Context: an optimization exercise on an open-source flow, tuned for small area. The choices shown serve that exercise and are no tape-out recipe. Where RTL was checked, it was by simulation tests only, not by an equivalence proof against the original. The clock port is modelled as an ideal driver, which makes a skipped or thinned clock tree look cheaper than it is; a real chip needs a root buffer or a tree. Power figures rest on the tool's default switching activity, not on a simulated workload.

==> flow/design.v <==
module i2c_master
#(
parameter input_clk = 25_000_000,
parameter bus_clk   = 400_000
)(
input           clk         ,
input           reset_n     ,
input           ena         ,
input     [6:0] addr        ,
input           rw          ,
input     [7:0] data_wr     ,
output reg      busy        ,
output reg[7:0] data_rd     ,
output reg      ack_error   ,
input           sda_i       ,
input           scl_i       ,
output          sda_oe      ,
output          scl_oe
);
localparam divider = (input_clk/bus_clk)/4;
localparam [1:0] T_CTRL = 2'b00;
localparam [1:0] T_CMD  = 2'b01;
localparam [1:0] T_WR   = 2'b10;
localparam [1:0] T_RD   = 2'b11;
localparam [2:0] C_READY = 3'b000;
localparam [2:0] C_START = 3'b001;
localparam [2:0] C_STOP  = 3'b010;
localparam [2:0] C_RSTART = 3'b011;
localparam [2:0] C_ACK1  = 3'b101;
localparam [2:0] C_ACK2  = 3'b110;
localparam [2:0] C_MACK  = 3'b111;
reg [1:0] ph;         
reg [3:0] sub;        
reg       stretch;
reg [1:0] typ;
reg [2:0] cnt;
reg [7:0] addr_rw;
reg [7:0] data_tx;    
wire sub0   = (sub == 4'd1);
wire wrap   = (sub == divider);
wire q1     = (ph == 2'b01);
wire q2     = (ph == 2'b11);
wire q3     = (ph == 2'b10);
wire rise   = sub0 & q1;               
wire fall   = sub0 & q3;               
wire dclk_p = sub0 ? ph[1] : ph[0];    
wire step   = ~stretch;
wire nq2    = step ? (wrap ? q1 : q2) : q2;
always @(posedge clk or negedge reset_n) begin
  if (~reset_n) begin
    ph <= 2'b00;
    sub <= 4'd1;
    stretch <= 1'b0;
  end else begin
    if (step) begin
      sub <= (sub + 4'd1) | {3'b000, wrap};
      if (wrap)
        ph <= {ph[0], ~ph[1]};
    end
    stretch <= nq2 & ~scl_i;
  end
end
wire match    = (addr_rw == {addr, rw});
wire ctrl     = (typ == T_CTRL);
wire st_ready = ctrl & (cnt == C_READY);
wire st_start = ctrl & (cnt == C_START);
wire st_rstart = ctrl & (cnt == C_RSTART);
wire st_stop  = ctrl & (cnt == C_STOP);
wire st_ack1  = ctrl & (cnt == C_ACK1);
wire st_ack2  = ctrl & (cnt == C_ACK2);
wire st_mack  = ctrl & (cnt == C_MACK);
wire st_cmd   = (typ == T_CMD);
wire st_wr    = (typ == T_WR);
wire st_rd    = (typ == T_RD);
wire last     = (cnt == 3'd7);
wire load     = rise & ena & (st_ready | st_ack2 | st_mack);
wire tx_shift = (rise & st_wr) | (fall & st_rd);
wire rd_end   = rise & st_rd & last;
always @(posedge clk) begin
  if (load)
    addr_rw <= {addr, rw};
  if (load)
    data_tx[6:0] <= data_wr[6:0];
  else if (tx_shift)
    data_tx[6:0] <= {data_tx[5:0], st_wr | sda_i};
end
always @(posedge clk or negedge reset_n) begin
  if (~reset_n)
    data_tx[7] <= 1'b1;
  else if (load)
    data_tx[7] <= data_wr[7];
  else if (rd_end)
    data_tx[7] <= ~(ena & match);
  else if (tx_shift)
    data_tx[7] <= data_tx[6];
end
always @(posedge clk or negedge reset_n) begin
  if (~reset_n) begin
    typ <= T_CTRL;
    cnt <= C_READY;
    busy <= 1'b0;
    ack_error <= 1'b0;
    data_rd <= 8'd0;
  end else if (rise) begin
    busy <= ctrl ? (cnt[2] ? ~(cnt[1] & ena) :
                    (cnt == C_READY) ? ena :
                    (cnt != C_STOP)) : 1'b1;
    if (!ctrl) begin
      if (last) begin
        typ <= T_CTRL;
        cnt <= {1'b1, typ};
        if (st_rd)
          data_rd <= data_tx;
      end else begin
        cnt <= cnt + 3'd1;
      end
    end else begin
      case (cnt)
        C_READY: begin
          if (ena) cnt <= C_START;
        end
        C_START, C_RSTART: begin
          typ <= T_CMD;
          cnt <= 3'd0;
        end
        C_ACK1: begin
          typ <= addr_rw[0] ? T_RD : T_WR;
          cnt <= 3'd0;
        end
        C_ACK2, C_MACK: begin
          if (ena) begin
            if (match) begin
              typ <= cnt[1:0];
              cnt <= 3'd0;
            end else begin
              cnt <= C_RSTART;
            end
          end else begin
            cnt <= C_STOP;
          end
        end
        C_STOP: begin
          cnt <= C_READY;
        end
        default: ;
      endcase
    end
  end else if (fall) begin
    if (st_start)
      ack_error <= 1'b0;
    if (st_ack1 | st_ack2)
      ack_error <= ack_error | sda_i;
  end
end
reg sda_ena_n;
always @(*) begin
  case (typ)
    T_CMD:   sda_ena_n = addr_rw[~cnt];
    T_WR:    sda_ena_n = data_tx[7];
    T_RD:    sda_ena_n = 1'b1;
    default:
      case (cnt)
        C_START, C_RSTART: sda_ena_n = dclk_p;
        C_STOP:           sda_ena_n = ~dclk_p;
        C_ACK1:           sda_ena_n = 1'b1;
        default:          sda_ena_n = data_tx[7];
      endcase
  endcase
end
wire scl_ena = ~(st_ready | (st_start & dclk_p) | (st_stop & ~dclk_p));
assign scl_oe = scl_ena & ~ph[1];
assign sda_oe = ~sda_ena_n;
endmodule
==> flow/config.mk <==
export PLATFORM = sky130hd
export DESIGN_NAME = i2c_master
export DESIGN_NICKNAME = i2c_master
export VERILOG_FILES = /design/flow/design.v
export SDC_FILE = /design/flow/constraint.sdc
export NUM_CORES = 4
export LEC_CHECK = 0
export CAP_MARGIN = 20
export CORE_AREA = 2 2 60 60
export DIE_AREA = 0 0 62 62
export GPL_TIMING_DRIVEN = 0
export PLACE_DENSITY = 0.85
export SLEW_MARGIN = 20
==> flow/constraint.sdc <==
create_clock -name core_clock -period 40.0 [get_ports {clk}]
set_input_delay 8.0000 -clock core_clock [delete_from_list [all_inputs] [get_ports {clk}]]
set_output_delay 8.0000 -clock core_clock [all_outputs]
set_load 0.01 [all_outputs]
standard.sh (not shown) runs the stock make flow with config.mk's settings and CLKGATE_MAP_FILE= SYNTH_SCRIPT=/design/flow/synth_recipe.tcl, a recipe that flattens the netlist after the stock synthesis.
==> flow/flow/run.sh <==
#!/bin/bash
# Own layout flow: the standard ORFS flow (via the standard.sh) with
#  - the standard synthesis script, except that adders are not mapped to
#    adder cells and ABC maps the logic with an area-oriented script
#    (abc_area.abc) instead of ORFS's;
#  - port buffers of the smallest buffer cell;
#  - a clock tree of K leaf buffers fed by the clock port (mycts.tcl).
set -eo pipefail
W=$PWD
F=$W/flow
export OWN_FLOW_DIR=$F
export OWN_FLOW_LOG_DIR=$W
{
  head -n 1 synth_recipe.tcl
  # no adder cells: ABC maps the small counters better from plain logic
  echo 'set ::env(ADDER_MAP_FILE) ""'
  cat <<TCL
proc abc {args} {
  set i [lsearch -exact \$args -script]
  if { \$i >= 0 } { set args [lreplace \$args [expr {\$i + 1}] [expr {\$i + 1}] $F/abc_area.abc] }
  yosys abc {*}\$args
}
TCL
  tail -n +2 synth_recipe.tcl
} > own_synth.tcl
export BUFFER_PORTS_ARGS="-buffer_cell sky130_fd_sc_hd__buf_1"
export PRE_CTS_TCL=$F/cts_hook.tcl
bash standard.sh SYNTH_SCRIPT=$W/own_synth.tcl finish > standard.log 2>&1
Other scripts of this flow, unchanged in this note and not shown: flow/flow/abc_area.abc, flow/flow/cts_hook.tcl, flow/flow/my_cts_trial.tcl, flow/flow/mycts.tcl
The starting point passed the timing, DRC and antenna checks.
Then changed:
Settings changed: PLACE_DENSITY 0.85 to unset.
Result: The new run completed without violations; final cell count stays the same; sequential cell count is unchanged; power stays flat; core utilization came out lower by 0.11 points; sequential power goes up by about 1%; global-route usage climbs by 0.53 points; area after synthesis is unchanged; cell area is about the same; routed wire length rose by about 5.6%.
In every run of this note, the design's own scripts or RTL, not TritonCTS, make the clock network.

i2c_master, a different RTL version from the one above (not shown whole).
Size: roughly 190 cells after synthesis, roughly 38 flip-flops, about 0.0017 mm^2 of cells after synthesis.
export LEC_CHECK = 0
export CAP_MARGIN = 20
export CORE_AREA = 2 2 57.6 60
export DIE_AREA = 0 0 59.6 62
export GPL_TIMING_DRIVEN = 0
export SLEW_MARGIN = 20
create_clock -name core_clock -period 40.0 [get_ports {clk}]
Scripts as last shown in full above: flow/flow/run.sh
Other scripts of this flow, unchanged in this note and not shown: flow/flow/abc_area.abc, flow/flow/cts_hook.tcl, flow/flow/my_cts_trial.tcl, flow/flow/mycts.tcl
Next try:
--- a/flow/config.mk
+++ b/flow/config.mk
@@ -7,6 +7,6 @@
 export LEC_CHECK = 0
 export CAP_MARGIN = 20
-export CORE_AREA = 2 2 57.6 60
-export DIE_AREA = 0 0 59.6 62
+export CORE_AREA = 2 2 60 60
+export DIE_AREA = 0 0 62 62
 export GPL_TIMING_DRIVEN = 0
 export SLEW_MARGIN = 20
Global-route usage went down by 0.37 points.
Worst hold slack improved by 12 ps.
Synthesized cell count does not change.
Clock power is about the same.
Clock skew is higher by 4.8 ps.
Die area increases by about 4%.
Via count stays the same.
Wire length fell by 2.5%.
Total power goes down by about 0.7%.
Worst setup slack is better by 36 ps.
In every run of this note, the design's own scripts or RTL, not TritonCTS, make the clock network.

i2c_master, a different RTL version from the one above (not shown whole).
Size in the first run: roughly 33 I/O pins, ~0.0017 mm² of cells after synthesis.
==> flow/config.mk <==
export PLATFORM = sky130hd
export DESIGN_NAME = i2c_master
export DESIGN_NICKNAME = i2c_master
export VERILOG_FILES = /design/flow/design.v
export SDC_FILE = /design/flow/constraint.sdc
export NUM_CORES = 4
export LEC_CHECK = 0
export CAP_MARGIN = 20
export CORE_AREA = 2 2 60 60
export DIE_AREA = 0 0 62 62
export SLEW_MARGIN = 20
==> flow/constraint.sdc <==
create_clock -name core_clock -period 40.0 [get_ports {clk}]
set_input_delay 8.0000 -clock core_clock [delete_from_list [all_inputs] [get_ports {clk}]]
set_output_delay 8.0000 -clock core_clock [all_outputs]
set_load 0.01 [all_outputs]
Scripts as last shown in full above: flow/flow/run.sh
Other scripts of this flow, unchanged in this note and not shown: flow/flow/abc_area.abc, flow/flow/cts_hook.tcl, flow/flow/my_cts_trial.tcl, flow/flow/mycts.tcl
The starting point finished with timing, DRC and antenna clean.
Next try:
Settings changed: GPL_TIMING_DRIVEN set to 0.
- die area does not change
- worst hold slack gets better by 0.0091 ns
- wire length rose by 0.84%
- cell count is unchanged
- design area barely changes
- utilization decreases by 0.11 points
- fmax is lower by 1.7%
No run of this note included a check of the RTL's function; only the layout flow was run. No run of this note takes its clock network from TritonCTS; it comes from the design's own scripts or RTL.

[what the ideal ports hide]
No port has a modelled driver above. Below, the same layouts with a new extraction and two added sets of constraints. Step 1: set_driving_cell puts a clkbuf_16 on clk and a buf_2 on each other input, an assumption about the parent block. Step 2 moves the port delays by t, midway between the first and last clock arrival at a register: inputs arrive t later, outputs are due t later. That takes back most of the time a late clock gives input paths. Three values: no drivers, after step 1, after step 2; two values: the first two.
| run | t, ns | slack for setup (ns) | clock arrival spread, ns |
|---|---|---|---|
| the first run of note 1 | 0.204 | 29.905 / 29.859 / 30.045 | 0.014 / 0.014 |
| the second run of note 1 | 0.202 | 29.978 / 29.932 / 30.072 | 0.003 / 0.004 |
| the first run of note 2 | 0.203 | 29.979 / 29.934 / 30.137 | 0.016 / 0.016 |
| the second run of note 2 | 0.205 | 30.015 / 29.970 / 30.128 | 0.021 / 0.021 |
| the first run of note 3 | 0.181 | 29.978 / 29.937 / 30.118 | 0.003 / 0.002 |
| the second run of note 3 | 0.179 | 29.807 / 29.823 / 29.643 | 0.003 / 0.003 |
After both steps every run listed still meets setup and hold. The setup slack of the second run of note 3, which loses most, moves by +0.016 ns with the drivers and by -0.164 ns with both steps.
